Background: an optimization exercise with open tools, aiming at small area. Do not read the settings as production practice.
Function was checked by simulation only, so behaviour that the tests miss may differ from the original.
Power is estimated from default activity; no workload was simulated.

## design.v

```verilog
module PluseDection(
    input   clk     ,
    input   in_sig  ,
    output  pos_sig
);
reg in_sig_r;
always @(posedge clk)
    in_sig_r <= in_sig;
assign pos_sig = in_sig & ~in_sig_r;
endmodule
module LineBuf
#(
    parameter       IMAGE_W         =   128
)
(
    input  wire                         InClk            ,
    input  wire                         InEn             ,
    input  wire [7:0]                   InData           ,
    output wire [7:0]                   OutData
);
reg             [8*IMAGE_W-1:0]         rShift               ;
always@(posedge InClk)
begin
    if(InEn)
        rShift<={rShift[8*IMAGE_W-9:0],InData};
end
assign OutData=rShift[8*IMAGE_W-1 -:8];
endmodule
module Matrix
#(
    parameter       IMAGE_W         =   128
)
(
    input  wire                         InClk       ,
    input  wire                         InClr       ,
    input  wire                         InDe        ,
    input  wire [7:0]                   InData      ,
    output wire [9:0]                   OutV        ,    
    output wire [8:0]                   OutH        ,    
    output reg  [9:0]                   OutV2       ,    
    output reg  [8:0]                   OutH1       ,    
    output reg  [8:0]                   OutH2       ,    
    output reg                          OutDe            
);
reg                             rRowOk      ;    
reg             [9:0]           rV1         ;
wire            [7:0]           OutP2       ;    
wire            [7:0]           OutP1       ;    
wire            [7:0]           OutP0       ;    
wire            [7:0]           BufLine1    ;
wire            [7:0]           BufLine2    ;
always@(posedge InClk)
begin
    if(InClr)
        rRowOk<=1'b0;
    else if(OutDe&&!InDe)
        rRowOk<=1'b1;
end
assign OutP0 = InDe           ? InData   : 8'd0;
assign OutP1 = (InDe&&rRowOk) ? BufLine1 : 8'd0;
assign OutP2 = (InDe&&rRowOk) ? BufLine2 : 8'd0;
LineBuf #(.IMAGE_W(IMAGE_W)) u0_LineBuf
(
    .InClk      (InClk      ),
    .InEn       (InDe       ),
    .InData     (InData     ),
    .OutData    (BufLine1   )
);
LineBuf #(.IMAGE_W(IMAGE_W)) u1_LineBuf
(
    .InClk      (InClk      ),
    .InEn       (InDe       ),
    .InData     (OutP1      ),
    .OutData    (BufLine2   )
);
function [11:0] Add;
    input [11:0] a;
    input [11:0] b;
    input        cin;
    reg          c;
    integer      i;
    begin
        c = cin;
        for(i=0;i<12;i=i+1)
        begin
            Add[i] = a[i]^b[i]^c;
            c      = (a[i]&b[i])|(c&(a[i]^b[i]));
        end
    end
endfunction
wire [11:0]         T  = Add({4'd0,OutP2},{3'd0,OutP1,1'b0},1'b0);     
wire [11:0]         VA = Add(T,{4'd0,OutP0},1'b0);                       
wire [11:0]         HA = Add({4'd0,OutP2},~{4'd0,OutP0},1'b1);           
assign OutV = VA[9:0];
assign OutH = HA[8:0];
always@(posedge InClk)
begin
    rV1   <= OutV;
    OutV2 <= rV1;
    OutH1 <= OutH;
    OutH2 <= OutH1;
    OutDe <= InDe;
end
endmodule
module CalCore
(
    input                       InClk       ,
    input       [9:0]           InV         ,
    input       [8:0]           InH         ,
    input       [9:0]           InV2        ,
    input       [8:0]           InH1        ,
    input       [8:0]           InH2        ,
    output reg  [7:0]           OutAbsX     ,
    output reg  [7:0]           OutAbsY     ,
    output reg                  OutSat
);
function [10:0] Add;
    input [10:0] a;
    input [10:0] b;
    input        cin;
    reg          c;
    integer      i;
    begin
        c = cin;
        for(i=0;i<11;i=i+1)
        begin
            Add[i] = a[i]^b[i]^c;
            c      = (a[i]&b[i])|(c&(a[i]^b[i]));
        end
    end
endfunction
wire [10:0]         Gx = Add({1'b0,InV},~{1'b0,InV2},1'b1);
wire [10:0]         W  = Add({{2{InH2[8]}},InH2},{InH1[8],InH1,1'b0},1'b0);
wire [10:0]         Gy = Add(W,{{2{InH[8]}},InH},1'b0);
wire [9:0]          Ax = Gx[9:0] ^ {10{Gx[10]}};
wire [9:0]          Ay = Gy[9:0] ^ {10{Gy[10]}};
always@(posedge InClk)
begin
    OutAbsX <= Ax[7:0];
    OutAbsY <= Ay[7:0];
    OutSat  <= |{Ax[9:8],Ay[9:8]};
end
endmodule
module SquareRoot
(
    input                       InClk       ,
    input       [7:0]           InAbsX      ,
    input       [7:0]           InAbsY      ,
    input                       InSat       ,
    output      [7:0]           OutData
);
wire pp1 = InAbsX[0] & InAbsX[1];
wire pp2 = InAbsX[0] & InAbsX[2];
wire pp3 = InAbsX[0] & InAbsX[3];
wire pp4 = InAbsX[0] & InAbsX[4];
wire pp5 = InAbsX[0] & InAbsX[5];
wire pp6 = InAbsX[0] & InAbsX[6];
wire pp7 = InAbsX[0] & InAbsX[7];
wire pp8 = InAbsX[1] & ~InAbsX[0];
wire pp9 = InAbsX[1] & InAbsX[2];
wire pp10 = InAbsX[1] & InAbsX[3];
wire pp11 = InAbsX[1] & InAbsX[4];
wire pp12 = InAbsX[1] & InAbsX[5];
wire pp13 = InAbsX[1] & InAbsX[6];
wire pp14 = InAbsX[1] & InAbsX[7];
wire pp15 = InAbsX[2] & ~InAbsX[1];
wire pp16 = InAbsX[2] & InAbsX[3];
wire pp17 = InAbsX[2] & InAbsX[4];
wire pp18 = InAbsX[2] & InAbsX[5];
wire pp19 = InAbsX[2] & InAbsX[6];
wire pp20 = InAbsX[2] & InAbsX[7];
wire pp21 = InAbsX[3] & ~InAbsX[2];
wire pp22 = InAbsX[3] & InAbsX[4];
wire pp23 = InAbsX[3] & InAbsX[5];
wire pp24 = InAbsX[3] & InAbsX[6];
wire pp25 = InAbsX[3] & InAbsX[7];
wire pp26 = InAbsX[4] & ~InAbsX[3];
wire pp27 = InAbsX[4] & InAbsX[5];
wire pp28 = InAbsX[4] & InAbsX[6];
wire pp29 = InAbsX[4] & InAbsX[7];
wire pp30 = InAbsX[5] & ~InAbsX[4];
wire pp31 = InAbsX[5] & InAbsX[6];
wire pp32 = InAbsX[5] & InAbsX[7];
wire pp33 = InAbsX[6] & ~InAbsX[5];
wire pp34 = InAbsX[6] & InAbsX[7];
wire pp35 = InAbsX[7] & ~InAbsX[6];
wire pp36 = InAbsY[0] & InAbsY[1];
wire pp37 = InAbsY[0] & InAbsY[2];
wire pp38 = InAbsY[0] & InAbsY[3];
wire pp39 = InAbsY[0] & InAbsY[4];
wire pp40 = InAbsY[0] & InAbsY[5];
wire pp41 = InAbsY[0] & InAbsY[6];
wire pp42 = InAbsY[0] & InAbsY[7];
wire pp43 = InAbsY[1] & ~InAbsY[0];
wire pp44 = InAbsY[1] & InAbsY[2];
wire pp45 = InAbsY[1] & InAbsY[3];
wire pp46 = InAbsY[1] & InAbsY[4];
wire pp47 = InAbsY[1] & InAbsY[5];
wire pp48 = InAbsY[1] & InAbsY[6];
wire pp49 = InAbsY[1] & InAbsY[7];
wire pp50 = InAbsY[2] & ~InAbsY[1];
wire pp51 = InAbsY[2] & InAbsY[3];
wire pp52 = InAbsY[2] & InAbsY[4];
wire pp53 = InAbsY[2] & InAbsY[5];
wire pp54 = InAbsY[2] & InAbsY[6];
wire pp55 = InAbsY[2] & InAbsY[7];
wire pp56 = InAbsY[3] & ~InAbsY[2];
wire pp57 = InAbsY[3] & InAbsY[4];
wire pp58 = InAbsY[3] & InAbsY[5];
wire pp59 = InAbsY[3] & InAbsY[6];
wire pp60 = InAbsY[3] & InAbsY[7];
wire pp61 = InAbsY[4] & ~InAbsY[3];
wire pp62 = InAbsY[4] & InAbsY[5];
wire pp63 = InAbsY[4] & InAbsY[6];
wire pp64 = InAbsY[4] & InAbsY[7];
wire pp65 = InAbsY[5] & ~InAbsY[4];
wire pp66 = InAbsY[5] & InAbsY[6];
wire pp67 = InAbsY[5] & InAbsY[7];
wire pp68 = InAbsY[6] & ~InAbsY[5];
wire pp69 = InAbsY[6] & InAbsY[7];
wire pp70 = InAbsY[7] & ~InAbsY[6];
wire fs71 = pp6 ^ pp12 ^ pp16;
wire fc72 = (pp6 & pp12) | (pp16 & (pp6 | pp12));
wire fs73 = pp7 ^ pp13 ^ pp18;
wire fc74 = (pp7 & pp13) | (pp18 & (pp7 | pp13));
wire hs75 = pp26 ^ pp42;
wire hc76 = pp26 & pp42;
wire fs77 = pp14 ^ pp19 ^ pp22;
wire fc78 = (pp14 & pp19) | (pp22 & (pp14 | pp19));
wire fs79 = pp23 ^ pp49 ^ pp54;
wire fc80 = (pp23 & pp49) | (pp54 & (pp23 | pp49));
wire fs81 = pp20 ^ pp24 ^ pp30;
wire fc82 = (pp20 & pp24) | (pp30 & (pp20 | pp24));
wire hs83 = pp25 ^ pp27;
wire hc84 = pp25 & pp27;
wire fs85 = pp4 ^ pp9 ^ pp10;
wire fc86 = (pp4 & pp9) | (pp10 & (pp4 | pp9));
wire fs87 = pp5 ^ pp11 ^ pp21;
wire fc88 = (pp5 & pp11) | (pp21 & (pp5 | pp11));
wire hs89 = pp40 ^ pp46;
wire hc90 = pp40 & pp46;
wire fs91 = pp17 ^ pp41 ^ pp47;
wire fc92 = (pp17 & pp41) | (pp47 & (pp17 | pp41));
wire fs93 = pp51 ^ pp52 ^ fs71;
wire fc94 = (pp51 & pp52) | (fs71 & (pp51 | pp52));
wire fs95 = pp48 ^ pp53 ^ pp61;
wire fc96 = (pp48 & pp53) | (pp61 & (pp48 | pp53));
wire fs97 = fs73 ^ hs75 ^ fc72;
wire fc98 = (fs73 & hs75) | (fc72 & (fs73 | hs75));
wire fs99 = pp57 ^ pp58 ^ fs77;
wire fc100 = (pp57 & pp58) | (fs77 & (pp57 | pp58));
wire fs101 = fs79 ^ fc74 ^ hc76;
wire fc102 = (fs79 & fc74) | (hc76 & (fs79 | fc74));
wire fs103 = pp55 ^ pp59 ^ pp65;
wire fc104 = (pp55 & pp59) | (pp65 & (pp55 | pp59));
wire fs105 = fs81 ^ fc78 ^ fc80;
wire fc106 = (fs81 & fc78) | (fc80 & (fs81 | fc78));
wire fs107 = pp28 ^ pp60 ^ pp62;
wire fc108 = (pp28 & pp60) | (pp62 & (pp28 | pp60));
wire fs109 = pp63 ^ hs83 ^ fc82;
wire fc110 = (pp63 & hs83) | (fc82 & (pp63 | hs83));
wire fs111 = pp29 ^ pp33 ^ pp64;
wire fc112 = (pp29 & pp33) | (pp64 & (pp29 | pp33));
wire hs113 = pp68 ^ hc84;
wire hc114 = pp68 & hc84;
wire fs115 = pp31 ^ pp32 ^ pp66;
wire fc116 = (pp31 & pp32) | (pp66 & (pp31 | pp32));
wire hs117 = pp1 ^ pp2;
wire hc118 = pp1 & pp2;
wire fs119 = pp3 ^ pp15 ^ pp38;
wire fc120 = (pp3 & pp15) | (pp38 & (pp3 | pp15));
wire fs121 = pp39 ^ pp44 ^ pp45;
wire fc122 = (pp39 & pp44) | (pp45 & (pp39 | pp44));
wire fs123 = pp56 ^ fs87 ^ hs89;
wire fc124 = (pp56 & fs87) | (hs89 & (pp56 | fs87));
wire fs125 = fs91 ^ fs93 ^ fc88;
wire fc126 = (fs91 & fs93) | (fc88 & (fs91 | fs93));
wire fs127 = fs95 ^ fs97 ^ fc92;
wire fc128 = (fs95 & fs97) | (fc92 & (fs95 | fs97));
wire fs129 = fs99 ^ fs101 ^ fc96;
wire fc130 = (fs99 & fs101) | (fc96 & (fs99 | fs101));
wire fs131 = fs103 ^ fs105 ^ fc100;
wire fc132 = (fs103 & fs105) | (fc100 & (fs103 | fs105));
wire fs133 = fs107 ^ fs109 ^ fc104;
wire fc134 = (fs107 & fs109) | (fc104 & (fs107 | fs109));
wire fs135 = fs111 ^ hs113 ^ fc108;
wire fc136 = (fs111 & hs113) | (fc108 & (fs111 | hs113));
wire fs137 = pp67 ^ fs115 ^ fc112;
wire fc138 = (pp67 & fs115) | (fc112 & (pp67 | fs115));
wire hs139 = pp35 ^ pp70;
wire hc140 = pp35 & pp70;
wire hs141 = pp36 ^ pp37;
wire hc142 = pp36 & pp37;
wire fs143 = pp50 ^ fs119 ^ hc118;
wire fc144 = (pp50 & fs119) | (hc118 & (pp50 | fs119));
wire fs145 = fs85 ^ fs121 ^ fc120;
wire fc146 = (fs85 & fs121) | (fc120 & (fs85 | fs121));
wire fs147 = fc86 ^ fs123 ^ fc122;
wire fc148 = (fc86 & fs123) | (fc122 & (fc86 | fs123));
wire fs149 = hc90 ^ fs125 ^ fc124;
wire fc150 = (hc90 & fs125) | (fc124 & (hc90 | fs125));
wire fs151 = fc94 ^ fs127 ^ fc126;
wire fc152 = (fc94 & fs127) | (fc126 & (fc94 | fs127));
wire fs153 = fc98 ^ fs129 ^ fc128;
wire fc154 = (fc98 & fs129) | (fc128 & (fc98 | fs129));
wire fs155 = fc102 ^ fs131 ^ fc130;
wire fc156 = (fc102 & fs131) | (fc130 & (fc102 | fs131));
wire fs157 = fc106 ^ fs133 ^ fc132;
wire fc158 = (fc106 & fs133) | (fc132 & (fc106 | fs133));
wire fs159 = fc110 ^ fs135 ^ fc134;
wire fc160 = (fc110 & fs135) | (fc134 & (fc110 | fs135));
wire fs161 = hc114 ^ fs137 ^ fc136;
wire fc162 = (hc114 & fs137) | (fc136 & (hc114 | fs137));
wire fs163 = fc116 ^ hs139 ^ fc138;
wire fc164 = (fc116 & hs139) | (fc138 & (fc116 | hs139));
wire fs165 = pp34 ^ pp69 ^ hc140;
wire fc166 = (pp34 & pp69) | (hc140 & (pp34 | pp69));
wire [16:0] RowA = {fc166,fs165,fs163,fs161,fs159,fs157,fs155,fs153,fs151,fs149,fs147,fs145,fs143,hs117,pp8,1'b0,InAbsX[0]};
wire [16:0] RowB = {1'b0,fc164,fc162,fc160,fc158,fc156,fc154,fc152,fc150,fc148,fc146,fc144,hc142,hs141,pp43,1'b0,InAbsY[0]};
wire [16:0] Sum;
assign Sum[0] = RowA[0] ^ RowB[0] ^ 1'b0;
wire rc167 = (RowA[0] & RowB[0]) | (1'b0 & (RowA[0] | RowB[0]));
assign Sum[1] = RowA[1] ^ RowB[1] ^ rc167;
wire rc168 = (RowA[1] & RowB[1]) | (rc167 & (RowA[1] | RowB[1]));
assign Sum[2] = RowA[2] ^ RowB[2] ^ rc168;
wire rc169 = (RowA[2] & RowB[2]) | (rc168 & (RowA[2] | RowB[2]));
assign Sum[3] = RowA[3] ^ RowB[3] ^ rc169;
wire rc170 = (RowA[3] & RowB[3]) | (rc169 & (RowA[3] | RowB[3]));
assign Sum[4] = RowA[4] ^ RowB[4] ^ rc170;
wire rc171 = (RowA[4] & RowB[4]) | (rc170 & (RowA[4] | RowB[4]));
assign Sum[5] = RowA[5] ^ RowB[5] ^ rc171;
wire rc172 = (RowA[5] & RowB[5]) | (rc171 & (RowA[5] | RowB[5]));
assign Sum[6] = RowA[6] ^ RowB[6] ^ rc172;
wire rc173 = (RowA[6] & RowB[6]) | (rc172 & (RowA[6] | RowB[6]));
assign Sum[7] = RowA[7] ^ RowB[7] ^ rc173;
wire rc174 = (RowA[7] & RowB[7]) | (rc173 & (RowA[7] | RowB[7]));
assign Sum[8] = RowA[8] ^ RowB[8] ^ rc174;
wire rc175 = (RowA[8] & RowB[8]) | (rc174 & (RowA[8] | RowB[8]));
assign Sum[9] = RowA[9] ^ RowB[9] ^ rc175;
wire rc176 = (RowA[9] & RowB[9]) | (rc175 & (RowA[9] | RowB[9]));
assign Sum[10] = RowA[10] ^ RowB[10] ^ rc176;
wire rc177 = (RowA[10] & RowB[10]) | (rc176 & (RowA[10] | RowB[10]));
assign Sum[11] = RowA[11] ^ RowB[11] ^ rc177;
wire rc178 = (RowA[11] & RowB[11]) | (rc177 & (RowA[11] | RowB[11]));
assign Sum[12] = RowA[12] ^ RowB[12] ^ rc178;
wire rc179 = (RowA[12] & RowB[12]) | (rc178 & (RowA[12] | RowB[12]));
assign Sum[13] = RowA[13] ^ RowB[13] ^ rc179;
wire rc180 = (RowA[13] & RowB[13]) | (rc179 & (RowA[13] | RowB[13]));
assign Sum[14] = RowA[14] ^ RowB[14] ^ rc180;
wire rc181 = (RowA[14] & RowB[14]) | (rc180 & (RowA[14] | RowB[14]));
assign Sum[15] = RowA[15] ^ RowB[15] ^ rc181;
wire rc182 = (RowA[15] & RowB[15]) | (rc181 & (RowA[15] | RowB[15]));
assign Sum[16] = RowA[16] ^ RowB[16] ^ rc182;
wire rc183 = (RowA[16] & RowB[16]) | (rc182 & (RowA[16] | RowB[16]));
wire [15:0] Rad0 = Sum[15:0];
wire [2:0] Part184 = {1'b0,Rad0[15:14]};
wire [1:0] NTrial185 = 2'b10;
wire [2:0] Diff186;
assign Diff186[0] = Part184[0] ^ NTrial185[0] ^ 1'b1;
wire bc187 = (Part184[0] & NTrial185[0]) | (1'b1 & (Part184[0] | NTrial185[0]));
assign Diff186[1] = Part184[1] ^ NTrial185[1] ^ bc187;
wire bc188 = (Part184[1] & NTrial185[1]) | (bc187 & (Part184[1] | NTrial185[1]));
assign Diff186[2] = Part184[2] ^ 1'b1 ^ bc188;
wire Ge189 = ~Diff186[2];
wire [1:0] Rem190 = Ge189 ? Diff186[1:0] : Part184[1:0];
wire [0:0] NRoot191 = Diff186[2];
wire [13:0] Rad192 = Rad0[13:0];
wire [3:0] Part193 = {Rem190,Rad192[13:12]};
wire [2:0] NTrial194 = {NRoot191,2'b10};
wire [3:0] Diff195;
assign Diff195[0] = Part193[0] ^ NTrial194[0] ^ 1'b1;
wire bc196 = (Part193[0] & NTrial194[0]) | (1'b1 & (Part193[0] | NTrial194[0]));
assign Diff195[1] = Part193[1] ^ NTrial194[1] ^ bc196;
wire bc197 = (Part193[1] & NTrial194[1]) | (bc196 & (Part193[1] | NTrial194[1]));
assign Diff195[2] = Part193[2] ^ NTrial194[2] ^ bc197;
wire bc198 = (Part193[2] & NTrial194[2]) | (bc197 & (Part193[2] | NTrial194[2]));
assign Diff195[3] = Part193[3] ^ 1'b1 ^ bc198;
wire Ge199 = ~Diff195[3];
wire [2:0] Rem200 = Ge199 ? Diff195[2:0] : Part193[2:0];
wire [1:0] NRoot201 = {NRoot191,Diff195[3]};
wire [11:0] Rad202 = Rad192[11:0];
reg [11:0] rS2_Rad; 
reg [2:0] rS2_Rem;
reg [1:0] rS2_Root;
reg rS2_Sat;
always@(posedge InClk)
begin
    rS2_Rad <= Rad202;
    rS2_Rem <= Rem200;
    rS2_Root <= NRoot201;
    rS2_Sat <= (InSat | Sum[16]);
end
wire [4:0] Part203 = {rS2_Rem,rS2_Rad[11:10]};
wire [3:0] NTrial204 = {rS2_Root,2'b10};
wire [4:0] Diff205;
assign Diff205[0] = Part203[0] ^ NTrial204[0] ^ 1'b1;
wire bc206 = (Part203[0] & NTrial204[0]) | (1'b1 & (Part203[0] | NTrial204[0]));
assign Diff205[1] = Part203[1] ^ NTrial204[1] ^ bc206;
wire bc207 = (Part203[1] & NTrial204[1]) | (bc206 & (Part203[1] | NTrial204[1]));
assign Diff205[2] = Part203[2] ^ NTrial204[2] ^ bc207;
wire bc208 = (Part203[2] & NTrial204[2]) | (bc207 & (Part203[2] | NTrial204[2]));
assign Diff205[3] = Part203[3] ^ NTrial204[3] ^ bc208;
wire bc209 = (Part203[3] & NTrial204[3]) | (bc208 & (Part203[3] | NTrial204[3]));
assign Diff205[4] = Part203[4] ^ 1'b1 ^ bc209;
wire Ge210 = ~Diff205[4];
wire [3:0] Rem211 = Ge210 ? Diff205[3:0] : Part203[3:0];
wire [2:0] NRoot212 = {rS2_Root,Diff205[4]};
wire [9:0] Rad213 = rS2_Rad[9:0];
wire [5:0] Part214 = {Rem211,Rad213[9:8]};
wire [4:0] NTrial215 = {NRoot212,2'b10};
wire [5:0] Diff216;
assign Diff216[0] = Part214[0] ^ NTrial215[0] ^ 1'b1;
wire bc217 = (Part214[0] & NTrial215[0]) | (1'b1 & (Part214[0] | NTrial215[0]));
assign Diff216[1] = Part214[1] ^ NTrial215[1] ^ bc217;
wire bc218 = (Part214[1] & NTrial215[1]) | (bc217 & (Part214[1] | NTrial215[1]));
assign Diff216[2] = Part214[2] ^ NTrial215[2] ^ bc218;
wire bc219 = (Part214[2] & NTrial215[2]) | (bc218 & (Part214[2] | NTrial215[2]));
assign Diff216[3] = Part214[3] ^ NTrial215[3] ^ bc219;
wire bc220 = (Part214[3] & NTrial215[3]) | (bc219 & (Part214[3] | NTrial215[3]));
assign Diff216[4] = Part214[4] ^ NTrial215[4] ^ bc220;
wire bc221 = (Part214[4] & NTrial215[4]) | (bc220 & (Part214[4] | NTrial215[4]));
assign Diff216[5] = Part214[5] ^ 1'b1 ^ bc221;
wire Ge222 = ~Diff216[5];
wire [4:0] Rem223 = Ge222 ? Diff216[4:0] : Part214[4:0];
wire [3:0] NRoot224 = {NRoot212,Diff216[5]};
wire [7:0] Rad225 = Rad213[7:0];
wire [6:0] Part226 = {Rem223,Rad225[7:6]};
wire [5:0] NTrial227 = {NRoot224,2'b10};
wire [6:0] Diff228;
assign Diff228[0] = Part226[0] ^ NTrial227[0] ^ 1'b1;
wire bc229 = (Part226[0] & NTrial227[0]) | (1'b1 & (Part226[0] | NTrial227[0]));
assign Diff228[1] = Part226[1] ^ NTrial227[1] ^ bc229;
wire bc230 = (Part226[1] & NTrial227[1]) | (bc229 & (Part226[1] | NTrial227[1]));
assign Diff228[2] = Part226[2] ^ NTrial227[2] ^ bc230;
wire bc231 = (Part226[2] & NTrial227[2]) | (bc230 & (Part226[2] | NTrial227[2]));
assign Diff228[3] = Part226[3] ^ NTrial227[3] ^ bc231;
wire bc232 = (Part226[3] & NTrial227[3]) | (bc231 & (Part226[3] | NTrial227[3]));
assign Diff228[4] = Part226[4] ^ NTrial227[4] ^ bc232;
wire bc233 = (Part226[4] & NTrial227[4]) | (bc232 & (Part226[4] | NTrial227[4]));
assign Diff228[5] = Part226[5] ^ NTrial227[5] ^ bc233;
wire bc234 = (Part226[5] & NTrial227[5]) | (bc233 & (Part226[5] | NTrial227[5]));
assign Diff228[6] = Part226[6] ^ 1'b1 ^ bc234;
wire Ge235 = ~Diff228[6];
wire [5:0] Rem236 = Ge235 ? Diff228[5:0] : Part226[5:0];
wire [4:0] NRoot237 = {NRoot224,Diff228[6]};
wire [5:0] Rad238 = Rad225[5:0];
wire [7:0] Part239 = {Rem236,Rad238[5:4]};
wire [6:0] NTrial240 = {NRoot237,2'b10};
wire [7:0] Diff241;
assign Diff241[0] = Part239[0] ^ NTrial240[0] ^ 1'b1;
wire bc242 = (Part239[0] & NTrial240[0]) | (1'b1 & (Part239[0] | NTrial240[0]));
assign Diff241[1] = Part239[1] ^ NTrial240[1] ^ bc242;
wire bc243 = (Part239[1] & NTrial240[1]) | (bc242 & (Part239[1] | NTrial240[1]));
assign Diff241[2] = Part239[2] ^ NTrial240[2] ^ bc243;
wire bc244 = (Part239[2] & NTrial240[2]) | (bc243 & (Part239[2] | NTrial240[2]));
assign Diff241[3] = Part239[3] ^ NTrial240[3] ^ bc244;
wire bc245 = (Part239[3] & NTrial240[3]) | (bc244 & (Part239[3] | NTrial240[3]));
assign Diff241[4] = Part239[4] ^ NTrial240[4] ^ bc245;
wire bc246 = (Part239[4] & NTrial240[4]) | (bc245 & (Part239[4] | NTrial240[4]));
assign Diff241[5] = Part239[5] ^ NTrial240[5] ^ bc246;
wire bc247 = (Part239[5] & NTrial240[5]) | (bc246 & (Part239[5] | NTrial240[5]));
assign Diff241[6] = Part239[6] ^ NTrial240[6] ^ bc247;
wire bc248 = (Part239[6] & NTrial240[6]) | (bc247 & (Part239[6] | NTrial240[6]));
assign Diff241[7] = Part239[7] ^ 1'b1 ^ bc248;
wire Ge249 = ~Diff241[7];
wire [6:0] Rem250 = Ge249 ? Diff241[6:0] : Part239[6:0];
wire [5:0] NRoot251 = {NRoot237,Diff241[7]};
wire [3:0] Rad252 = Rad238[3:0];
reg [3:0] rS6_Rad; 
reg [6:0] rS6_Rem;
reg [5:0] rS6_Root;
reg rS6_Sat;
always@(posedge InClk)
begin
    rS6_Rad <= Rad252;
    rS6_Rem <= Rem250;
    rS6_Root <= NRoot251;
    rS6_Sat <= rS2_Sat;
end
wire [8:0] Part253 = {rS6_Rem,rS6_Rad[3:2]};
wire [7:0] NTrial254 = {rS6_Root,2'b10};
wire [8:0] Diff255;
assign Diff255[0] = Part253[0] ^ NTrial254[0] ^ 1'b1;
wire bc256 = (Part253[0] & NTrial254[0]) | (1'b1 & (Part253[0] | NTrial254[0]));
assign Diff255[1] = Part253[1] ^ NTrial254[1] ^ bc256;
wire bc257 = (Part253[1] & NTrial254[1]) | (bc256 & (Part253[1] | NTrial254[1]));
assign Diff255[2] = Part253[2] ^ NTrial254[2] ^ bc257;
wire bc258 = (Part253[2] & NTrial254[2]) | (bc257 & (Part253[2] | NTrial254[2]));
assign Diff255[3] = Part253[3] ^ NTrial254[3] ^ bc258;
wire bc259 = (Part253[3] & NTrial254[3]) | (bc258 & (Part253[3] | NTrial254[3]));
assign Diff255[4] = Part253[4] ^ NTrial254[4] ^ bc259;
wire bc260 = (Part253[4] & NTrial254[4]) | (bc259 & (Part253[4] | NTrial254[4]));
assign Diff255[5] = Part253[5] ^ NTrial254[5] ^ bc260;
wire bc261 = (Part253[5] & NTrial254[5]) | (bc260 & (Part253[5] | NTrial254[5]));
assign Diff255[6] = Part253[6] ^ NTrial254[6] ^ bc261;
wire bc262 = (Part253[6] & NTrial254[6]) | (bc261 & (Part253[6] | NTrial254[6]));
assign Diff255[7] = Part253[7] ^ NTrial254[7] ^ bc262;
wire bc263 = (Part253[7] & NTrial254[7]) | (bc262 & (Part253[7] | NTrial254[7]));
assign Diff255[8] = Part253[8] ^ 1'b1 ^ bc263;
wire Ge264 = ~Diff255[8];
wire [7:0] Rem265 = Ge264 ? Diff255[7:0] : Part253[7:0];
wire [6:0] NRoot266 = {rS6_Root,Diff255[8]};
wire [1:0] Rad267 = rS6_Rad[1:0];
wire [9:0] Part268 = {Rem265,Rad267[1:0]};
wire [8:0] NTrial269 = {NRoot266,2'b10};
wire [9:0] Diff270;
assign Diff270[0] = Part268[0] ^ NTrial269[0] ^ 1'b1;
wire bc271 = (Part268[0] & NTrial269[0]) | (1'b1 & (Part268[0] | NTrial269[0]));
assign Diff270[1] = Part268[1] ^ NTrial269[1] ^ bc271;
wire bc272 = (Part268[1] & NTrial269[1]) | (bc271 & (Part268[1] | NTrial269[1]));
assign Diff270[2] = Part268[2] ^ NTrial269[2] ^ bc272;
wire bc273 = (Part268[2] & NTrial269[2]) | (bc272 & (Part268[2] | NTrial269[2]));
assign Diff270[3] = Part268[3] ^ NTrial269[3] ^ bc273;
wire bc274 = (Part268[3] & NTrial269[3]) | (bc273 & (Part268[3] | NTrial269[3]));
assign Diff270[4] = Part268[4] ^ NTrial269[4] ^ bc274;
wire bc275 = (Part268[4] & NTrial269[4]) | (bc274 & (Part268[4] | NTrial269[4]));
assign Diff270[5] = Part268[5] ^ NTrial269[5] ^ bc275;
wire bc276 = (Part268[5] & NTrial269[5]) | (bc275 & (Part268[5] | NTrial269[5]));
assign Diff270[6] = Part268[6] ^ NTrial269[6] ^ bc276;
wire bc277 = (Part268[6] & NTrial269[6]) | (bc276 & (Part268[6] | NTrial269[6]));
assign Diff270[7] = Part268[7] ^ NTrial269[7] ^ bc277;
wire bc278 = (Part268[7] & NTrial269[7]) | (bc277 & (Part268[7] | NTrial269[7]));
assign Diff270[8] = Part268[8] ^ NTrial269[8] ^ bc278;
wire bc279 = (Part268[8] & NTrial269[8]) | (bc278 & (Part268[8] | NTrial269[8]));
assign Diff270[9] = Part268[9] ^ 1'b1 ^ bc279;
wire Ge280 = ~Diff270[9];
wire [7:0] NRoot281 = {NRoot266,Diff270[9]};
assign OutData = rS6_Sat ? 8'hff : ~NRoot281;
endmodule
module Sobel
#(
    parameter IMAGE_W   =   128  ,
    parameter IMAGE_H   =   480  ,
    parameter IMAGE_DW  =   8
)
(
    input                           InVideoClk  ,
    input                           InVideoVs   ,
    input                           InVideoDe   ,
    input   [IMAGE_DW -1 :0]        InVideoData ,
    output                          OutVideoVs  ,
    output                          OutVideoDe  ,
    output  [IMAGE_DW -1 :0]        OutVideoData
);
wire                PosVs       ;
wire    [9:0]       V           ;
wire    [8:0]       H           ;
wire    [9:0]       V2          ;
wire    [8:0]       H1          ;
wire    [8:0]       H2          ;
wire                De1         ;
wire    [7:0]       AbsX        ;
wire    [7:0]       AbsY        ;
wire                Sat         ;
reg     [1:0]       rDe         ;
PluseDection PluseDection
(
    .clk        (InVideoClk ),
    .in_sig     (InVideoVs  ),
    .pos_sig    (PosVs      )
);
Matrix #(.IMAGE_W(IMAGE_W)) u_Matrix
(
    .InClk      (InVideoClk ),
    .InClr      (PosVs      ),
    .InDe       (InVideoDe  ),
    .InData     (InVideoData),
    .OutV       (V          ),
    .OutH       (H          ),
    .OutV2      (V2         ),
    .OutH1      (H1         ),
    .OutH2      (H2         ),
    .OutDe      (De1        )
);
CalCore u_CalCore
(
    .InClk      (InVideoClk ),
    .InV        (V          ),
    .InH        (H          ),
    .InV2       (V2         ),
    .InH1       (H1         ),
    .InH2       (H2         ),
    .OutAbsX    (AbsX       ),
    .OutAbsY    (AbsY       ),
    .OutSat     (Sat        )
);
SquareRoot u_SquareRoot
(
    .InClk      (InVideoClk ),
    .InAbsX     (AbsX       ),
    .InAbsY     (AbsY       ),
    .InSat      (Sat        ),
    .OutData    (OutVideoData)
);
always@(posedge InVideoClk)
begin
    rDe <= {rDe[0],De1};
end
assign OutVideoVs = InVideoVs;
assign OutVideoDe = rDe[1];
endmodule
```

## constraint.sdc

```tcl
create_clock -name core_clock -period 8.0 [get_ports {InVideoClk}]
set_input_delay 1.6000 -clock core_clock [delete_from_list [all_inputs] [get_ports {InVideoClk}]]
set_output_delay 1.6000 -clock core_clock [all_outputs]
set_load 0.01 [all_outputs]
```

## flow/run.sh

```bash
#!/bin/bash
# The standard layout (standard.sh, unchanged), except:
# - the buffers on the input and output ports are the smallest buffer,
#   sky130_fd_sc_hd__buf_1, instead of a delay buffer;
# - clock tree synthesis uses clkbuf_16 for the root and tree buffers and
#   larger leaf clusters.
# Each step's full log is in orfs/logs/; make's own output goes to standard.log.
set -o pipefail
bash standard.sh \
  "BUFFER_PORTS_ARGS=-buffer_cell sky130_fd_sc_hd__buf_1" \
  "CTS_ARGS=-sink_clustering_enable -repair_clock_nets -sink_clustering_size 36 -sink_clustering_max_diameter 70 -buf_list sky130_fd_sc_hd__clkbuf_16 -root_buf sky130_fd_sc_hd__clkbuf_16 -tree_buf sky130_fd_sc_hd__clkbuf_16" \
  finish > standard.log 2>&1
```

## config.mk

```make
export PLATFORM = sky130hd
export DESIGN_NAME = Sobel
export DESIGN_NICKNAME = Sobel
export VERILOG_FILES = /design/flow/design.v
export SDC_FILE = /design/flow/constraint.sdc
export NUM_CORES = 4
export LEC_CHECK = 0
export CAP_MARGIN = 20
export CORE_MARGIN = 2
export CORE_UTILIZATION = 60
export CTS_BUF_LIST = sky130_fd_sc_hd__clkbuf_16
export CTS_CLUSTER_DIAMETER = 100
export CTS_CLUSTER_SIZE = 32
export SLEW_MARGIN = 20
```

## standard.sh

```bash
#!/bin/bash
# synth_recipe.tcl (not shown) runs the flow's synth.tcl, then flattens the netlist and writes it again
# the make line also repeats each setting of config.mk as NAME=value (left out here)
make -C /OpenROAD-flow-scripts/flow DESIGN_CONFIG=/design/flow/config.mk WORK_HOME=/design/flow/orfs CLKGATE_MAP_FILE= SYNTH_SCRIPT=/design/flow/synth_recipe.tcl "${@:-finish}"
```

==> run summary, run 1 <==
- The routability congestion estimate from global placement is 0.748.
- The number of nets with antenna violations after routing is 0.
- The signed area change from the synthesized netlist to the final layout is 8.87%.
- The slew at the pin with the worst max-slew slack is 1.05 ns.
- The shortest period the worst path allows is 7.63 ns.
- Of the available clock period, the critical path in the final layout requires 0.953.
- Across all setup checks in the final design, the least slack found is 0.374 ns.
- The worst-case IR drop observed on VDD is 0.000919 V.
- Across the run, the number of max-cap violations was 0.
- The height of the chip is 341 um.
- Among the stages of the critical path, the cell type that occurs most often is fa_1.
- The detailed placer's ending HPWL is 38200 um.
- The library cell with the largest summed area after synthesis is edfxtp_1.
- The vias after detailed routing is 22800.
- Between clock sinks in the finished design, the worst skew comes to 0.0345 ns.
- TritonCTS built the clock tree.
- The synthesized area per cell is 25.5 um^2.
- Buffers inserted during clock tree synthesis total 98.
- The number of buffers inserted by hold repair at cts is 0.
- The area share of the leading cell type in the synthesized netlist is 0.904.
- The library cell used most frequently in the layout, excluding fill and tap cells, is edfxtp_1.
- The per-cell via count in the routed design is 5.19.
- The achievable clock frequency is 0.131 GHz.
- The number of nets produced by synthesis is 2817.
- The synthesized design contains 2144 register bits.
- Across all register-to-register paths, the minimum setup slack is 0.56 ns.
- Together, buffers and inverters on the worst path number 2.
- Input and output buffers added on the ports amount to 20.
- The total overflow left after global routing is 0.
- The signal on the critical path passes through inv_1 > ha_1 > fa_1 > fa_1 > fa_1 > fa_1 > fa_1 > fa_1 > xor2_2 > a211oi_1 > a211o_1 > maj3_1 > a221oi_1 > o22ai_1 > xnor2_1 > nand2b_1 > buf_1.
- Counting buffers and inverters, the worst setup path is 17 cells deep.
- In the final design database the tool counted 2955 nets.
- The tree is rooted in a clkbuf_16.
- The H-tree depth is 3.
- Counting the fill cells in the layout gives 7038.
- The number of antenna violations at the first check in global routing is 3.
- For this run, the register share of the synthesized area comes to 0.932.
- The number of global-route vias before repair was 22500.
- In this run the critical register-to-register path is captured at u_SquareRoot.rS6_Rem[4].
- The flow ran to the end and the layout has no timing, DRC or antenna violations.
- Including well taps, the total number of placed cells is 4204.
- The first-pass iteration count of the detailed router is 4.
- The library cells used most frequently in the layout, excluding fill and tap cells, are 2048 x edfxtp_1, 158 x inv_1, 116 x fa_1.
- The number of different library cells used by synthesis comes to 38.
- For this design, the sink count on the clock tree is 2144.
- The first global-routing pass estimated 125000 um of wire.
- The final count of hold timing violations was 0.
- For this design the static power due to leakage is 0.0253 uW.
- The first routing iteration left 2050 violations.
- The power density over the cells is 383 nW/um^2.
- The critical path starts at u_SquareRoot.rS6_Rad[2].
- The finished cells cover 74100 um^2.
- The placeable core region is 112000 um^2.
- The stage delay of the slowest cell on the critical path is 0.48 ns.
- STA classifies the critical path endpoint as a primary output.
- The chip width is 341 um.
- The clock-pin transition on the worst setup and hold timing paths is 0.11 ns.
- The top cell family by delay on the critical path is adder cells.
- The cell area that synthesis handed to floorplanning was 68000 um^2.
- The clock latency at the later pin of the worst-skew pair is 0.72 ns.
- Setup violations remaining at the end of the flow were counted as 0.
- The path depth of the worst reg2reg path is 28.
- Leaving out filler cells and counting taps, the final layout contains 4384.
- The maximum clock path buffer count is 3.
- The startpoint type of the worst setup path is a register.
- By area the synthesized netlist is led by edfxtp_1 90%, fa_1 3.4%, dfxtp_1 2.8%.
- The total placed instance area is 70200 um^2.
- The critical path data required time is 6.40 ns.
- The pre-CTS setup slack is 0.267 ns.
- The cell with the biggest individual delay on the critical path is fa_1.
- The capturing instance or port of the critical path is OutVideoData[0].
- The worst pin sits at a relative slew slack of 0.301.
- After detailed routing, the total wire length is 78800 um.
- The category of the most critical setup path is reg2out.
- During I/O placement, the number of pins put on the boundary was 21.
- The path class of the tightest hold or removal check is reg2reg.
- The largest driver fanout on the critical path is 15.
- The worst hold path startpoint is rDe[0].
- After detailed routing, the number of remaining DRC violations is 0.
- For the worst setup path, the data arrival time is 6.03 ns.
- Of the cells placed in the final design, the portion with a size suffix greater than 1 is 0.0752.
- Dividing the detail-routed wire length by the instance count gives 18.0 um.
- The total negative slack is 0 ns.
- The Yosys step of the flow raised 6 warnings.
- Setup repair after global routing left no endpoint under its margin.
- The initial core utilization is 0.605.
- The number of instances in the synthesized netlist is 2666.
- Across every metal layer, demand over resource in global routing totals 0.136.
- The number of max-slew violations in the final report is 0.
- The antenna cell count is 0.
- The die footprint is 116000 um^2.
- The maximum number of pins on one net before global-route repair is 208.
- The placement row count is 123.
- The startpoint identified for the worst register-to-register timing path is u_SquareRoot.rS2_Rad[10].
[registers in the layout, indices dropped and copies added (netlist names), 2 cells and up]
| name | flops |
|---|---|
| u_SquareRoot.rS6_Rem | 7 |
| u_CalCore.OutAbsY | 8 |
| u_CalCore.OutAbsX | 8 |
| u_Matrix.OutV2 | 10 |
| u_SquareRoot.rS6_Rad | 4 |
| u_Matrix.OutH2 | 9 |
| u_Matrix.u1_LineBuf.rShift | 1024 |
| u_Matrix.OutH1 | 9 |
| u_SquareRoot.rS2_Root | 2 |
| u_Matrix.rV1 | 10 |
| u_Matrix.u0_LineBuf.rShift | 1024 |
| u_SquareRoot.rS2_Rem | 3 |
| u_SquareRoot.rS2_Rad | 12 |
| u_SquareRoot.rS6_Root | 6 |
| rDe | 2 |
[cell families (layout without fill, tap and decap cells)]
group | Yosys count | after routing | share of synthesized area
buf+inv | 164 | 382 | 0.00914
mux | 13 | 13 | 0.00226
fa+ha+maj | 141 | 141 | 0.0388
compound gates | 36 | 36 | 0.00309
simple gates | 135 | 135 | 0.00971
xor+xnor | 33 | 33 | 0.00485
flops | 2144 | 2144 | 0.932
[report_power, final]
group | internal, uW | switching (uW)
Clock | 2750 | 3760
Combinational | 3790 | 4370
Sequential | 13400 | 378
Total | 19900 | 8500
[repair_timing]
action                                  CTS  global route
setup buffers                             0             0
endpoints found under the setup margin    0             8
gates resized for setup                   0             4
[layout make-up]
cell class / count / area, um^2 / share of cell area
sequential: 2144 / 63400 / 0.856
clock buffer: 99 / 2480 / 0.0334
tap: 1500 / 1880 / 0.0253
multi-input combinational: 358 / 4020 / 0.0543
timing repair buffer: 45 / 303 / 0.00409
clock inverter: 81 / 1380 / 0.0187
inverter: 157 / 592 / 0.00799
[metal layers]
layer | vias to the layer above | GRT usage | part of all wire
met5 | - | 0 | 0
met4 | 0 | 0.0417 | 0.025
met3 | 126 | 0.0212 | 0.028
met2 | 277 | 0.189 | 0.43
met1 | 12000 | 0.226 | 0.52
li1 | 10400 | - | -
[synth_stat cells, drive strengths merged]
cell type	n
nor3	1
maj3	1
dfxtp	96
buf	1
a211oi	1
nor2b	10
nand2b	15
clkbuf	6
xor2	9
o21a	1
edfxtp	2048
o21bai	1
inv	157
and2	34
mux2i	10
o22ai	4
a21o	1
a211o	1
xnor2	24
fa	117
o221a	1
nor2	11
nand2	62
ha	23
a221oi	1
and3	2
mux2	3
o21ai	16
a31oi	1
a21oi	8
[per-stage QoR]
stage / total power, uW / util / hold WS [ns]
2_1_floorplan: 20300 / - / 0.310
3_3_place_gp: 21900 / 0.624 / 0.311
3_5_place_dp: 22200 / 0.624 / 0.314
4_1_cts: 28800 / 0.658 / 0.333
5_1_grt: 30200 / 0.658 / 0.344
6_report: 28400 / 0.658 / 0.334
[how the worst min path moves through the flow]
stage	cells past startpoint	endpoint	slack [ns]
after floorplan	0	rDe[1]	0.31
after global placement	0	u_Matrix.OutV2[1]	0.31
after detailed placement	0	u_Matrix.OutV2[2]	0.31
after CTS	0	u_Matrix.OutV2[9]	0.33
after global routing	0	u_Matrix.OutV2[9]	0.34
final	0	rDe[1]	0.33
==> inputs of run 2 (changes only) <==
==> run.sh (new file) <==
#!/bin/bash
# synth_recipe.tcl (not shown) runs the flow's synth.tcl, then flattens the netlist and writes it again
# the make line also repeats each setting of config.mk as NAME=value (left out here)
make -C /OpenROAD-flow-scripts/flow DESIGN_CONFIG=/design/flow/config.mk WORK_HOME=/design/flow/orfs CLKGATE_MAP_FILE= SYNTH_SCRIPT=/design/flow/synth_recipe.tcl finish
removed: flow/run.sh
removed: standard.sh
==> run summary, run 2 <==
- IR analysis of the VDD net gives a maximum drop of 0.00136 V.
- The number of DRC markers after the initial detailed-route iteration is 2233.
- The run finished with no timing, DRC or antenna violations.
- The worst setup path is of the reg2out kind.
- The slew at the pin with the worst max-slew slack is 1.08 ns.
- Setup violations remaining at the end of the flow were counted as 0.
- The fraction of layout cells with a size suffix above 1 is 0.0472.
- By area the synthesized netlist is led by edfxtp_1 90%, fa_1 3.4%, dfxtp_1 2.8%.
- The stage delay of the slowest cell on the critical path is 0.53 ns.
- The final period utilization is 0.964.
- For this run, the register share of the synthesized area comes to 0.932.
- The most instantiated flip-flop cell in the synthesis netlist is edfxtp_1.
- The vias after detailed routing is 22600.
- The number of enable flip-flop cells after synthesis is 2048.
- The top cell family by delay on the critical path is adder cells.
- The synthesized flop and latch total is 2144.
- The final layout contains routed wiring with a total length of 77400 um.
- Dividing the detail-routed wire length by the instance count gives 17.9 um.
- The overall power after layout is 27500 uW.
- The first detailed-routing pass ran for 4 iterations.
- The congestion estimate from routability-driven global placement came to 0.750.
- Setup repair after global routing left no endpoint under its margin.
- The post-synth design cell area is 68000 um^2.
- After synthesis, the share of flip-flops with an asynchronous set or reset is 0.
- The number of antenna violations at the first check in global routing is 0.
- Hold timing on the final database bottoms out at a slack of 0.333 ns.
- Summed over all cells, the static leakage comes to 0.0247 uW.
- The number of buffers inserted during clock tree synthesis is 78.
- The worst hold-check path type is reg2reg.
- Port buffering added 20 buffers.
- STA classifies the critical path startpoint as a register.
- Counting every net in the synthesized netlist gives 2817.
- Summed over all layers, the global routing overflow is 0.
- Including well taps, the total number of placed cells is 4202.
- Max-cap violations in this run came to 0.
- Averaged over all synthesized cells, the footprint is 25.5 um^2.
- The number of global-route vias before repair is 22200.
- The clock tree from TritonCTS is built.
- The number of clock sinks seen by CTS is 2144.
- The slowest stage of the critical path is the clkdlybuf4s50_1 cell.
- The initial core utilization is 0.605.
- For this run, the top clock speed supported by timing is 0.130 GHz.
- The finished layout holds 4318 standard cells, fillers aside.
- The largest registers in the layout are u_Matrix.u0_LineBuf.rShift x1024, u_Matrix.u1_LineBuf.rShift x1024, u_SquareRoot.rS2_Rad x12.
- The library cells used most frequently in the layout, excluding fill and tap cells, are 2048 x edfxtp_1, 176 x inv_1, 115 x fa_1.
- The library cell used most frequently in the layout, excluding fill and tap cells, is edfxtp_1.
- The DRC violation count after routing is 0.
- The worst path in the final design needs a cycle of 7.71 ns, including I/O delays and setup.
- The final-stage net count is 2939.
- The critical path data required time is 6.40 ns.
- The per-cell via count in the routed design is 5.22.
- The antenna cell count is 0.
- The signed area change from the synthesized netlist to the final layout is 6.86%.
- The clock root buffer master is clkbuf_16.
- The Yosys step of the flow raised 6 warnings.
- The chip width is 341 um.
- The clock arrives with 0.0410 ns of skew.
- The die is 341 um tall.
- Headroom to the max-slew limit came out at 0.278.
- The total area inside the core boundary comes to 112000 um^2.
- The largest driver fanout on the critical path is 5.
- The final count of hold timing violations is 0.
- After synthesis, the most frequently instantiated cells are 2048 x edfxtp_1, 155 x inv_1, 117 x fa_1.
- Traced cell by cell, the critical path runs through inv_1 > ha_1 > fa_1 > fa_2 > fa_1 > fa_1 > fa_1 > fa_2 > xor2_4 > buf_4 > a211o_1 > maj3_1 > a221oi_1 > o22ai_1 > xnor2_1 > nand2b_1 > clkdlybuf4s50_1.
- The number of instances in the synthesized netlist is 2666.
- 21 I/O pins were placed.
- The wire length of the first global-routing pass is 124000 um.
- The post-synthesis cell type count is 38.
- At the later pin of the worst-skew pair, clock insertion delay measures 0.68 ns.
- The number of max-slew violations in the final report came to 0.
- Data on the critical path arrives at its endpoint at 6.11 ns.
- The element type at the critical path end is a primary output.
- The most numerous cell type found on the critical path is fa_1.
- For the final routed database, the setup TNS stands at 0 ns.
- In this run the deepest clock path goes through 3 buffers.
- The floorplan step defined a die boundary enclosing 116000 um^2.
- The most numerous cell in the Yosys netlist is edfxtp_1.
- The final design utilization is 0.646.
- Entering global routing, the biggest net connects 222 pins.
- The worst path buffer plus inverter count is 3.
- The H-tree was split into 3 levels.
- The detailed placer's ending HPWL is 37700 um.
- The number of fill cells is 7221.
- edfxtp_1 takes more of the synthesized area than any other cell.
- In this run the core area contains 123 standard-cell rows.
- Clock-pin slew was measured on the worst setup and hold paths at 0.11 ns.
- The area share of the leading cell type in the synthesized netlist is 0.904.
- The power density over the cells is 378 nW/um^2.
- The number of nets with antenna violations after routing is 0.
- The global router's overall resource usage is 0.134.
==> run 2: cell count changes in the layout (fill, tap and decap cells not counted), sizes merged <==
| cell | before | now |
|---|---|---|
| clkbuf | 100 | 82 |
| clkinv | 22 | 3 |
| clkdlybuf4s50 | 0 | 19 |
| bufinv | 4 | 1 |
| buf | 44 | 30 |
| clkinvlp | 3 | 0 |
| inv | 209 | 181 |
==> run 2: cell type report <==
cell class                 count  area [um^2]  area share
clock buffer                  82         2050      0.0282
clock inverter                28          211     0.00291
tap                         1500         1880      0.0258
inverter                     157          592     0.00814
timing repair buffer          49          526     0.00723
multi-input combinational    358         4030      0.0554
sequential                  2144        63400       0.872
==> run 2: worst paths after layout <==
kind / startpoint / endpoint / slack [ns] / depth (start not counted)
setup / recovery: u_SquareRoot.rS6_Rad[2] / OutVideoData[0] / 0.29 / 17
hold / removal: u_Matrix.rV1[8] / u_Matrix.OutV2[8] / 0.33 / 0
setup reg to reg: u_SquareRoot.rS2_Rad[10] / u_SquareRoot.rS6_Rem[5] / 0.56 / 28
hold reg to reg: u_Matrix.rV1[8] / u_Matrix.OutV2[8] / 0.33 / 0
==> run 2: cell families (layout without fill, tap and decap cells) <==
kind of cell | count (synthesis) | in the layout | share of synthesized area
flops | 2144 | 2144 | 0.932
fa+ha+maj | 141 | 141 | 0.0388
compound gates | 36 | 36 | 0.00309
mux | 13 | 13 | 0.00226
simple gates | 135 | 135 | 0.00971
buf+inv | 164 | 316 | 0.00914
xor+xnor | 33 | 33 | 0.00485
==> run 2: timing repair <==
item / CTS / global route
resized for setup: 2 / 3
hold buffers: 0 / 0
endpoints found under the setup margin: 1 / 8
pin swaps: 1 / 2
buffers inserted: 3 / 2
==> run 2: routing by layer <==
metal	wire length (um)	up-vias	GRT usage
met2	32800	238	0.184
met1	40500	11900	0.225
met4	1750	0	0.0372
li1	-	10300	-
met3	2340	119	0.0232
met5	0	-	0
==> run 2: through the flow <==
step | setup WS [ns] | instance area, um^2
6_report | 0.288 | 72700
5_1_grt | 0.0258 | 72700
4_1_cts | 0.0383 | 72600
3_5_place_dp | 0.377 | 70300
3_3_place_gp | 0.610 | 70300
2_1_floorplan | 0.605 | 68000
==> run 2: power breakdown <==
group	switching [uW]	internal, uW
Combinational	4510	4360
Sequential	382	13400
Clock	2940	1930
Total	7830	19600
==> inputs of run 3 (changes only) <==
==> flow/run.sh (new file) <==
#!/bin/bash
# The standard layout (standard.sh, unchanged), except that the buffers
# it puts on the input and output ports are the smallest buffer,
# sky130_fd_sc_hd__buf_1, instead of a delay buffer. Each step's full log
# is in orfs/logs/; make's own output goes to standard.log.
set -o pipefail
bash standard.sh "BUFFER_PORTS_ARGS=-buffer_cell sky130_fd_sc_hd__buf_1" finish > standard.log 2>&1
==> standard.sh (new file) <==
#!/bin/bash
# synth_recipe.tcl (not shown) runs the flow's synth.tcl, then flattens the netlist and writes it again
# the make line also repeats each setting of config.mk as NAME=value (left out here)
make -C /OpenROAD-flow-scripts/flow DESIGN_CONFIG=/design/flow/config.mk WORK_HOME=/design/flow/orfs CLKGATE_MAP_FILE= SYNTH_SCRIPT=/design/flow/synth_recipe.tcl "${@:-finish}"
removed: run.sh
==> run summary, run 3 <==
- Averaged over all synthesized cells, the footprint is 25.5 um^2.
- The largest total area in the synthesized netlist belongs to edfxtp_1.
- The flow ran to the end and the layout has no timing, DRC or antenna violations.
- Setup repair after global routing left no endpoint under its margin.
- Once placement completed, the tool counted placed cells totaling 4204.
- Of the available clock period, the critical path in the final layout requires 0.949.
- The maximum number of pins on one net before global-route repair is 208.
- After synthesis, the cell types taking the most area are edfxtp_1 90%, fa_1 3.4%, dfxtp_1 2.8%.
- The worst setup path is of the reg2out kind.
- edfxtp_1 is the most common cell in the netlist.
- The synthesized flop and latch total is 2144.
- The clock latency at the later pin of the worst-skew pair is 0.68 ns.
- The clock passes through at most 3 buffers.
- Across the VDD grid, the largest voltage drop is 0.000920 V.
- The top cell family by delay on the critical path is adder cells.
- On the worst path, the slowest cell contributes a delay of 0.48 ns.
- From bottom edge to top edge, the die measures 341 um.
- The number of nets with antenna violations after routing is 0.
- The count of buffers added on input and output ports is 20.
- By count the netlist is led by 2048 x edfxtp_1, 155 x inv_1, 117 x fa_1.
- The per-cell via count in the routed design is 5.22.
- The number of clock sinks seen by CTS is 2144.
- The floorplan step set the die width to 341 um.
- The cell occurring most often along the worst timing path is fa_1.
- The worst-case headroom to the max-slew limit is 0.302.
- The routability congestion estimate from global placement is 0.748.
- After the first detailed-routing iteration, the DRC count stood at 2162.
- Signal routing reaches up to met4.
- For this run, the number of Yosys warnings is 6.
- The power density over the cells is 369 nW/um^2.
- Prior to clock tree synthesis, the placed netlist has a worst setup slack of 0.267 ns.
- The final-stage net count is 2934.
- After detailed routing, the wire length on met1 is 40800 um.
- For this run, asynchronously set or reset flops after synthesis account for 0.
- The initial core utilization is 0.605.
- The met2 routed wirelength is 33100 um.
- Across every metal layer, demand over resource in global routing totals 0.134.
- Counting the buffers created by CTS gives 77.
- 21 I/O pins were placed.
- After routing the design area is 72400 um^2.
- After technology mapping, the gate count stands at 2666.
- The part of the Yosys area used for sequential elements is 0.932.
- For the worst setup path, the data required time is 6.40 ns.
- Setup violations remaining at the end of the flow were counted as 0.
- The DRC violation count after routing is 0.
- The overall routed net length is 78100 um.
- The area share of the leading cell type in the synthesized netlist is 0.904.
- STA classifies the critical path startpoint as a register.
- For the final routed database, the setup TNS stands at 0 ns.
- The final setup skew is 0.0287 ns.
- Leaving out fill and tap cells, the most frequent cells in the layout are 2048 x edfxtp_1, 176 x inv_1, 116 x fa_1.
- The layout has 7195 filler cells.
- The fraction of layout cells with a size suffix above 1 is 0.0448.
- Across the run, the number of max-cap violations was 0.
- The number of nets produced by synthesis is 2817.
- The number of global-route vias before repair came to 22100.
- The die footprint is 116000 um^2.
- The largest driver fanout on the critical path is 15.
- Walking the worst path, the cells encountered are inv_1 > ha_1 > fa_1 > fa_1 > fa_1 > fa_1 > fa_1 > fa_1 > xor2_2 > a211oi_1 > a211o_1 > maj3_1 > a221oi_1 > o22ai_1 > xnor2_1 > nand2b_1 > buf_1.
- The analysis attributes to cell leakage a power of 0.0246 uW.
- The critical path arrival is 6.00 ns.
- The total placed instance area is 70200 um^2.
- The clock-pin transition on the worst setup and hold timing paths is 0.12 ns.
- The detailed placer's ending HPWL is 38200 um.
- In this run the clock root is driven by a clkbuf_16.
- The final count of hold timing violations is 0.
- Setup slack on the critical path of the routed design comes to 0.404 ns.
- Global routing finished with a remaining overflow of 0.
- The number of max-slew violations in the final report is 0.
- The most common cell after layout, fill and taps aside is edfxtp_1.
- The finished layout holds 4311 standard cells, fillers aside.
- The largest registers in the layout are u_Matrix.u0_LineBuf.rShift x1024, u_Matrix.u1_LineBuf.rShift x1024, u_SquareRoot.rS2_Rad x12.
- TritonCTS built the clock tree.
- Across all layers, the routed design uses 22500 vias.
- The number of antenna violations at the first check in global routing is 4.
- The clock tree synthesis step divided the H-tree into 3 levels.
- The number of buffers inserted by hold repair at cts is 0.
- The floorplan has 123 rows.
- The number of enable flip-flop cells after synthesis is 2048.
- The path class of the tightest hold or removal check is reg2reg.
- The repair_antennas step left the layout with diodes totalling 0.
- After detailed routing, the average wire length per cell comes to 18.1 um.
- Detailed routing placed a total of 2290 um of wire on met3.
- At the pin with the least slew margin, the transition time is 1.05 ns.
- For this run, the leading register cell type out of synthesis is edfxtp_1.
- The post-synth design cell area is 68000 um^2.
- The worst path buffer plus inverter count is 2.
- The routed design could run at a clock period as short as 7.60 ns.
- The overall power after layout is 26700 uW.
- Among all stages on the critical path, the largest delay is contributed by fa_1.
- The placeable core region is 112000 um^2.
- The element type at the critical path end is a primary output.
- Synthesis instantiated 38 different standard cells from the library.
- The first global-routing pass estimated 123000 um of wire.
- For this run, the top clock speed supported by timing is 0.132 GHz.
- From synthesis to final layout, the design area changed by 6.37%.
- The first TritonRoute pass finished after 5 iterations.
## run 3: cell counts after synthesis
No cell type changed its count.
## run 3: path summary, 6_finish.rpt
| path | depth (start not counted) | endpoint | from | slack (ns) |
|---|---|---|---|---|
| min | 0 | u_Matrix.OutV2[9] | u_Matrix.rV1[9] | 0.34 |
| max | 17 | OutVideoData[0] | u_SquareRoot.rS6_Rad[2] | 0.40 |
| max reg2reg | 28 | u_SquareRoot.rS6_Rem[4] | u_SquareRoot.rS2_Rad[10] | 0.54 |
| min reg2reg | 0 | u_Matrix.OutV2[9] | u_Matrix.rV1[9] | 0.34 |
## run 3: area by class of cell
type | instances | area (um^2) | area share
tap | 1500 | 1880 | 0.0259
inverter | 157 | 592 | 0.00818
sequential | 2144 | 63400 | 0.876
clock buffer | 80 | 2000 | 0.0277
timing repair buffer | 45 | 303 | 0.00418
clock inverter | 27 | 160 | 0.00221
multi-input combinational | 358 | 4020 | 0.0555
## run 3: logic make-up (layout without fill, tap and decap cells)
logic type                 count (synthesis)  after routing  synth area share
buffers and inverters                    164            309           0.00914
muxes                                     13             13           0.00226
AOI/OAI and AO/OA                         36             36           0.00309
DFF                                     2144           2144             0.932
xor gates and xnor gates                  33             33           0.00485
and+or+nand+nor                          135            135           0.00971
adders and majority gates                141            141            0.0388
## run 3: worst register-to-register path, delay by kind of cell (launching register included)
kind                     cells  cell delay, ns
AO/OA/AOI/OAI                3            0.67
multiplexers                 1            0.33
flip-flops                   1            0.42
buffers and inverters        5            0.41
adder cells (fa/ha/maj)     12            3.98
AND/OR/NAND/NOR              3            0.28
XOR/XNOR                     4            1.28
## run 3: per-layer routing
| layer | up-vias | global-route usage |
|---|---|---|
| met5 | - | 0 |
| met4 | 0 | 0.0406 |
| met3 | 115 | 0.0203 |
| met2 | 256 | 0.185 |
| met1 | 11900 | 0.226 |
| li1 | 10300 | - |
## run 3: where the power goes
group | leakage, uW | internal [uW] | switching [uW]
registers | 0.0209 | 13400 | 377
logic | 0.00257 | 3790 | 4370
clock network | 0.00113 | 1850 | 2940
## run 3: metrics by stage
| stage | hold slack (ns) | util |
|---|---|---|
| after global routing | 0.345 | 0.643 |
| after CTS | 0.341 | 0.643 |
| after floorplan | 0.310 | - |
| final | 0.336 | 0.643 |
| after detailed placement | 0.314 | 0.624 |
| after global placement | 0.311 | 0.624 |
## run 3: repair_timing
action                     CTS  global route
setup endpoints to repair    0             9
resized for setup            0             4
setup buffers                0             0

==> separate check: timing with driven ports <==
Ports are ideal in the flow. The routed layouts listed here were re-timed in OpenROAD. Step 1 assumes that a clkbuf_16 drives the clock port and a buf_2 every other input. Step 2 adds t to the input delays and takes it off the output delays; t is the mean of the earliest and latest rising clock arrival at the registers after step 1. Input paths then give back, and output paths get back, about the clock's delay inside the block. Three values: ideal ports, drivers, drivers and shift; two values: the first two.
run | t (ns) | setup WS [ns] | clock arrival spread, ns | worst register clock-pin slew, ns | worst slew at a driven data input, ns
run 1 | 0.768 | 0.374 / 0.308 / 0.343 | 0.043 / 0.043 | 0.12 / 0.12 | 0.24
run 2 | 0.730 | 0.288 / 0.217 / 0.555 | 0.044 / 0.044 | 0.12 / 0.12 | 0.10
run 3 | 0.734 | 0.404 / 0.337 / 0.372 | 0.034 / 0.034 | 0.12 / 0.12 | 0.24
After both steps setup and hold are still met in every run listed. For run 3, which loses most, drivers alone change the setup slack by -0.067 ns; drivers and shift together by -0.032 ns.
